Background: an optimization exercise with open tools, aiming at small area. Do not read the settings as production practice. The RTL was checked by simulation tests, not by an equivalence proof against the original design. No activity file was given, so power comes from the tool's default toggle rates.

## design/flow/design.v

```verilog
module cpu (
    input           clk,
    input           rst,
    output          imem_en,
    output          imem_wen,
    output  [31:0]  imem_addr,
    output  [31:0]  imem_wdata,
    input   [31:0]  imem_rdata,
    output          dmem_en,
    output          dmem_wen,
    output  [31:0]  dmem_addr,
    output  [31:0]  dmem_wdata,
    input   [31:0]  dmem_rdata
);
    wire    [31:0]  pc;
    wire    [31:0]  inst;
    wire            branch_en;
    wire    [31:0]  branch_addr;
    wire    [31:0]  imm;
    wire            mem_read;
    wire            mem_write;
    wire            mem2reg;
    wire    [ 3:0]  aluop;
    wire    [ 1:0]  alu_src_a;
    wire    [ 1:0]  alu_src_b;
    wire    [31:0]  rf_qa;
    wire    [31:0]  rf_qb;
    wire    [31:0]  rf_di;
    wire    [31:0]  alu_do;
    wire    [31:0]  mem_do;
    PC u_PC (clk, rst, 32'h00001000, branch_en, branch_addr, pc);
    IF u_IF (pc, inst, imem_en, imem_wen, imem_addr, imem_wdata, imem_rdata);
    ID u_ID (clk, rst, pc, inst, imm, branch_en, branch_addr, mem_read, mem_write, mem2reg, aluop, alu_src_a, alu_src_b, rf_qa, rf_qb, rf_di);
    EX u_EX (pc, imm, rf_qa, rf_qb, aluop, alu_src_a, alu_src_b, alu_do);
    MA u_MA (alu_do, mem_read, mem_do, mem_write, rf_qb, dmem_en, dmem_wen, dmem_addr, dmem_wdata, dmem_rdata);
    WB u_WB (alu_do, mem_do, mem2reg, rf_di);
endmodule
module regfile (
    input           clk,
    input           rst,
    input   [ 4:0]  ra,
    input   [ 4:0]  rb,
    input           we,
    input   [ 4:0]  rd,
    input   [31:0]  di,
    output  [31:0]  qa,
    output  [31:0]  qb
);
    reg [31:0] rf [0:31];
    assign qa = ra == 0 ? 'h0 : rf[ra];
    assign qb = rb == 0 ? 'h0 : rf[rb];
    always @(posedge clk) begin
        if (!rst && we && rd != 0)
            rf[rd] <= di;
    end
endmodule
module PC (
    input           clk,
    input           rst_en,
    input   [31:0]  rst_addr,
    input           branch_en,
    input   [31:0]  branch_addr,
    output  [31:0]  pc
);
    reg [31:0] pcr;
    always @(posedge clk) begin
        if (rst_en)
            pcr <= rst_addr;
        else if (branch_en)
            pcr <= branch_addr;
        else
            pcr <= pcr + 'h4;
    end
    assign pc = pcr;
endmodule
module IF (
    input   [31:0]  pc,
    output  [31:0]  inst,
    output          imem_en,
    output          imem_wen,
    output  [31:0]  imem_addr,
    output  [31:0]  imem_wdata,
    input   [31:0]  imem_rdata
);
    assign  imem_en     = 1;
    assign  imem_wen    = 0;
    assign  imem_addr   = pc;
    assign  imem_wdata  = 'h0;
    assign  inst = { imem_rdata[7:0], imem_rdata[15:8], imem_rdata[23:16], imem_rdata[31:24] };
endmodule
module ID (
    input           clk,
    input           rst,
    input   [31:0]  pc,
    input   [31:0]  inst,
    output  [31:0]  imm,
    output          branch_en,
    output  [31:0]  branch_addr,
    output          mem_read,
    output          mem_write,
    output          mem2reg,
    output  [ 3:0]  aluop,
    output  [ 1:0]  alu_src_a,
    output  [ 1:0]  alu_src_b,
    output  [31:0]  rf_qa,
    output  [31:0]  rf_qb,
    input   [31:0]  rf_di
);
    wire [6:0] opcode = inst[6:0];
    wire [2:0] funct3 = inst[14:12];
    wire [6:0] funct7 = inst[31:25];
    wire lui    = opcode == 7'b0110111;
    wire auipc  = opcode == 7'b0010111;
    wire jal    = opcode == 7'b1101111;
    wire jalr   = opcode == 7'b1100111;
    wire beq    = opcode == 7'b1100011 && funct3 == 3'b000;
    wire bne    = opcode == 7'b1100011 && funct3 == 3'b001;
    wire blt    = opcode == 7'b1100011 && funct3 == 3'b100;
    wire bge    = opcode == 7'b1100011 && funct3 == 3'b101;
    wire bltu   = opcode == 7'b1100011 && funct3 == 3'b110;
    wire bgeu   = opcode == 7'b1100011 && funct3 == 3'b111;
    wire lw     = opcode == 7'b0000011 && funct3 == 3'b010;
    wire sw     = opcode == 7'b0100011 && funct3 == 3'b010;
    wire i_type = opcode == 7'b0010011;
    wire r_type = opcode == 7'b0110011;
    wire       rf_we = lui | auipc | jal | jalr | lw | i_type | r_type;
    wire [4:0] rf_ra = inst[19:15];
    wire [4:0] rf_rb = inst[24:20];
    wire [4:0] rf_rd = inst[11:7];
    regfile u_regfile (clk, rst, rf_ra, rf_rb, rf_we, rf_rd, rf_di, rf_qa, rf_qb);
    assign imm          =   lui | auipc                            ? { inst[31:12], 12'b0 }                                             :
                            jal                                    ? { {12{inst[31]}}, inst[31], inst[19:12], inst[20], inst[30:21] }   :
                            jalr | lw | i_type                     ? { {20{inst[31]}}, inst[31:20] }                                    :
                            beq | bne | blt | bge | bltu | bgeu    ? { {20{inst[31]}}, inst[31], inst[7], inst[30:25], inst[11:8] }     :
                            sw                                     ? { {20{inst[31]}}, inst[31:25], inst[11:7] }                        :
                            'h0;
    assign branch_en    =   jal | jalr |
                            (beq && rf_qa == rf_qb) |
                            (bne && rf_qa != rf_qb) |
                            (blt && $signed(rf_qa) <  $signed(rf_qb)) |
                            (bge && $signed(rf_qa) >= $signed(rf_qb)) |
                            (bltu && $unsigned(rf_qa) <  $unsigned(rf_qb)) |
                            (bgeu && $unsigned(rf_qa) >= $unsigned(rf_qb)) ;
    assign branch_addr  =   jal | beq | bne | blt | bge | bltu | bgeu   ? pc + (imm << 1)               :
                            jalr                                        ? (rf_qa + imm) & 32'hfffffffe  :
                            'h0;
    assign mem_read     =   lw;
    assign mem_write    =   sw;
    assign mem2reg      =   mem_read;
    assign aluop        =   lui | auipc | jal | jalr | lw | sw  ? 4'b0000                                   :
                            i_type                              ? { funct3 == 3'b101 & funct7[5] , funct3 } :
                            r_type                              ? { funct7[5], funct3 }                     :
                            4'b1111;
    assign alu_src_a    =   lw | sw | i_type | r_type        ? 2'b00 :    
                            lui                              ? 2'b10 :    
                            auipc | jal | jalr               ? 2'b01 :    
                            2'b11;
    assign alu_src_b    =   r_type                           ? 2'b00 :    
                            lui | auipc | lw | sw | i_type   ? 2'b01 :    
                            jal | jalr                       ? 2'b10 :    
                            2'b11;
endmodule
module EX (
    input   [31:0]  pc,
    input   [31:0]  imm,
    input   [31:0]  rf_qa,
    input   [31:0]  rf_qb,
    input   [ 3:0]  aluop,
    input   [ 1:0]  alu_src_a,
    input   [ 1:0]  alu_src_b,
    output  [31:0]  alu_do
);
    reg [31:0] at;
    reg [31:0] bt;
    reg [31:0] rt;
    always @(alu_src_a, pc, rf_qa) begin
        case (alu_src_a)
            2'b00: at = rf_qa; 
            2'b01: at = pc; 
            2'b10: at = 'h0; 
            default: at = 'h0;
        endcase
    end
    always @(alu_src_b, imm, rf_qb) begin
        case (alu_src_b)
            2'b00: bt = rf_qb;
            2'b01: bt = imm;
            2'b10: bt = 'h4; 
            default: bt = 'h0;
        endcase
    end
    always @(aluop, at, bt) begin
        case (aluop)
            4'b0000: rt = at + bt;
            4'b1000: rt = at - bt;
            4'b0001: rt = at << bt[4:0];
            4'b0010: rt = $signed(at) < $signed(bt) ? 'h1 : 'h0;
            4'b0011: rt = $unsigned(at) < $unsigned(bt) ? 'h1 : 'h0;
            4'b0100: rt = at ^ bt;
            4'b0101: rt = at >> bt[4:0];
            4'b1101: rt = $signed(at) >>> bt[4:0];
            4'b0110: rt = at | bt;
            4'b0111: rt = at & bt;
            default: rt = 'h0;
        endcase
    end
    assign alu_do = rt;
endmodule
module MA (
    input   [31:0]  alu_do,
    input           mem_read,
    output  [31:0]  mem_do,
    input           mem_write,
    input   [31:0]  rf_qb,
    output          dmem_en,
    output          dmem_wen,
    output  [31:0]  dmem_addr,
    output  [31:0]  dmem_wdata,
    input   [31:0]  dmem_rdata
);
    assign  dmem_en     = mem_read | mem_write;
    assign  dmem_wen    = mem_write;
    assign  dmem_addr   = dmem_en ? alu_do : 'h0;
    assign  dmem_wdata  = dmem_wen ? { rf_qb[7:0], rf_qb[15:8], rf_qb[23:16], rf_qb[31:24] } : 'h0;
    assign  mem_do = { dmem_rdata[7:0], dmem_rdata[15:8], dmem_rdata[23:16], dmem_rdata[31:24] };
endmodule
module WB (
    input   [31:0]  alu_do,
    input   [31:0]  mem_do,
    input           mem2reg,
    output  [31:0]  rf_di
);
    assign rf_di = mem2reg ? mem_do : alu_do;
endmodule
```

## design/flow/run.sh

```bash
#!/bin/bash
# synth_recipe.tcl (not shown) runs the flow's synth.tcl, then flattens the netlist and writes it again
# the make line also repeats each setting of config.mk as NAME=value (left out here)
make -C /OpenROAD-flow-scripts/flow DESIGN_CONFIG=/design/flow/config.mk WORK_HOME=/design/flow/orfs CLKGATE_MAP_FILE= SYNTH_SCRIPT=/design/flow/synth_recipe.tcl finish
```

## design/flow/config.mk

```make
export PLATFORM = sky130hd
export DESIGN_NAME = cpu
export DESIGN_NICKNAME = cpu
export VERILOG_FILES = /design/flow/design.v
export SDC_FILE = /design/flow/constraint.sdc
export NUM_CORES = 4
export LEC_CHECK = 0
export CAP_MARGIN = 20
export CORE_MARGIN = 2
export CORE_UTILIZATION = 40
export SLEW_MARGIN = 20
```

## design/flow/constraint.sdc

```tcl
create_clock -name core_clock -period 13.0 [get_ports {clk}]
set_input_delay 2.6000 -clock core_clock [delete_from_list [all_inputs] [get_ports {clk}]]
set_output_delay 2.6000 -clock core_clock [all_outputs]
set_load 0.01 [all_outputs]
```

==> summary.txt <==
HPWL Detailed=roughly 180 mm; Final #Nets=5,365; Setup crit start kind=input port; total design power=roughly 8 mW; WL per Instance=about 36 um; Filler Cell Count=roughly 14k; Clk Tree Root Cell=clkbuf_16; DR WL met2=117 mm; crit-path cells=clkdlybuf4s50_1, or2_2, buf_4, nor4_2, or3_1, nor3_1, inv_1, ha_1, fa_1, o21bai_1, a21oi_1, o211ai_1, a31oi_1, o31ai_1, xnor2_1, o221ai_1, a211oi_1, buf_4, o211ai_1, o32ai_1, nor2_1, clkdlybuf4s50_1; initial core utilization=roughly two fifths; Worst Setup Path Type=in -> out; Worst Hold Class=reg -> reg; Arrival @ worst endpoint=~10 ns; core area=160,000 um2; worst skew pair latency=0.78 ns; post-synth top area cell=edfxtp_1; CTS resizes=0; Clk pin slew, worst setup/hold paths=0.07 ns; vias=between 40k and 50k; unrepaired setup endpoints after global routing=false; GP Congestion=around 1; synth top area cells=edfxtp_1 48%, mux4_2 15%, mux2i_1 6.4%; Die Y=roughly 410 um; post-synth top area share=between 40% and 50%; Metal-1 WL=~100 mm; Num CTS Buffers=111; initial antenna violation count=5; Max IR drop VDD=approximately 0.00011 V; mean post-synth cell area=approximately 13 um2; # DRC=0; clock sinks=around 1.1k; Final ANT Viol Nets=0; Max clock buf depth=3; Fmax achieved=slightly below 80 MHz; Core Rows=147; chip width=around 410 um; Max Slew Vio Count=0; most numerous cell in the Yosys netlist=edfxtp_1; Cells after Synth=approximately 4.9k; status=complete, no violations; setup TNS=0 ns; share of cells above drive strength 1=between 20% and 30%; max incr delay on CP=about 0.80 ns; area grow syn2layout=13.6%; vias in the first global route=47.1k; Hold-fix buffers, CTS=0; post-synthesis register bit count=approximately 1.1k; synthesized cell area=~65,000 um2; Post-synth EDFFs=1,024; Met3 Wirelength=27.0 mm; Die ar.=about 160,000 um2; worst endpoint required time=10.40 ns; Final Core Density=a little under half; register area=around 31,000 um2; first-pass detailed-route iteration total=6; largest net degree at the start of global routing=67; Most used DFF post-synth=edfxtp_1; period utilization=between 90% and 100%; Global Route Usage Sum=between 30% and 40%; max cap viols=0; Power Dens Cells=approximately 110 nW/um2; cell leakage power=around 27 nW; postcts setup bufs=0; Hold Fails Final Rpt=0; top routing layer used=met5; register area share after synthesis=48.6%; Critical Path Fanout Max=12; Rel. slew slack=between 10% and 20%; worst-margin pin slew=between 1 and 1.5 ns; first-pass GRT wire length=364 mm; Clock Skew=just under 0.08 ns; htree depth=3; Final Setup Violations=0; Synth async-reset ratio=0%; I/O Buffers=162; total wire length=roughly 260 mm; top post-synthesis cells by count=1,024 x edfxtp_1, 434 x mux4_2, 411 x mux2i_1, 340 x nor2_1; slowest stage cell, crit path=nor3_1; shortest period the worst path allows=12.74 ns; Syn. warnings=3; area of the multi-input gates=between 30,000 and 40,000 um2; Via-to-Cell Ratio=~6.6; CP Capture Type=output pin; io pins=198; initial drt markers=6,981; CTS tree=yes; Yosys cell types=around 120; grt ovf=0
[sequential cells by signal (all words and copies together) (netlist names)]
| register | cells |
|---|---|
| u_ID.u_regfile.rf | 1024 |
| u_PC.pcr | 31 |
[cell type report]
class                           count  area share, %
Tap cell                         2160           3.68
Inverter                          138          0.716
Clock inverter                     84           1.12
Timing Repair Buffer              419           5.09
Sequential cell                  1055           42.8
Antenna cell                        1        0.00341
Multi-Input combinational cell   3378           42.8
Clock buffer                      126           3.86
[critical path, delay by kind of cell]
family	cells	cell delay (ns)
AO/OA/AOI/OAI	9	2.46
XOR/XNOR	1	0.20
adder cells (fa/ha/maj)	2	0.80
buffers and inverters	5	1.91
AND/OR/NAND/NOR	5	2.12
[per-stage QoR]
stage	worst slack, ns	cells	area (um2)	hold slack, ns
floorplan	1.79	4952	64800	0.547
global placement	0.304	7149	69700	0.690
detailed placement	0.329	7149	69700	0.669
CTS	0.318	7359	73300	0.680
global route	0.0564	7360	73400	0.713
finish	0.256	7361	73400	0.692
[cells in the final DEF (no fill, tap or decap), drive strengths merged, types with 32 or more instances in the layout]
cell type,count
mux4,434
nand3,85
edfxtp,1024
nand4,37
a21oi,220
o22ai,40
xnor2,59
o21ai,131
inv,142
a211oi,51
and3,32
conb,67
and2,47
a22oi,221
a21o,73
mux2i,416
nor2,341
buf,263
clkbuf,126
a31oi,35
clkdlybuf4s50,156
mux2,61
o21a,40
ha,192
nand2,212
a22o,38
clkinv,63
nor3,64
o211ai,32
[worst paths after layout]
check,cells past startpoint,from,slack (ns),end
setup / recovery,22,imem_rdata[11],0.26,dmem_addr[10]
hold reg to reg,2,u_PC.pcr[1],0.69,u_PC.pcr[1]
setup reg to reg,17,u_ID.u_regfile.rf[6][10],6.09,u_ID.u_regfile.rf[23][19]
hold / removal,2,u_PC.pcr[1],0.69,u_PC.pcr[1]
[kinds of logic (layout without fill, tap and decap cells)]
| kind of cell | after synthesis | after routing | share of synthesized area, % |
|---|---|---|---|
| compound gates | 1136 | 1136 | 12.5 |
| xor+xnor | 90 | 90 | 1.22 |
| fa+ha+maj | 196 | 196 | 3.84 |
| buf+inv | 519 | 767 | 3.94 |
| flops | 1055 | 1055 | 48.6 |
| mux | 911 | 911 | 22.7 |
| other cells | 2 | 68 | 0.0116 |
| simple gates | 978 | 978 | 7.29 |
[report_power, final]
part	internal (mW)	leakage (nW)	switching (mW)
Sequential	3.69	10.7	0.00887
Combinational	0.326	14.6	0.524
Clock	1.80	1.77	1.42
Total	5.81	27.1	1.96
[metal layers]
metal | track usage (%) | up-vias
li1 | - | 20100
met1 | 43.2 | 25100
met2 | 47.7 | 3170
met3 | 6.08 | 619
met4 | 15.3 | 2
met5 | 0 | -

separate check: timing with driven ports:
In the flow no input, the clock included, has a driving cell. The finished layout below was timed again as built, in two steps. Step 1 (the two cells are an assumption about what drives the block):
set clk [get_ports {clk}]
set_driving_cell -lib_cell sky130_fd_sc_hd__clkbuf_16 $clk
set_driving_cell -lib_cell sky130_fd_sc_hd__buf_2 [delete_from_list [all_inputs] $clk]
Step 2 moves the port delays by t, midway between the first and last clock arrival at a register: inputs arrive t later, outputs are due t later. That takes back most of the time a late clock gives input paths. Slacks: no drivers / after step 1 / after step 2; pairs: no drivers / after step 1.
t (ns): 0.820
setup slack, ns: 0.256 / 0.227 / 0.227
latest minus earliest clock arrival (ns): 0.078 / 0.078
After both steps setup and hold are still met in this run. The setup slack of this run moves by -0.029 ns with the drivers and by -0.029 ns with both steps.
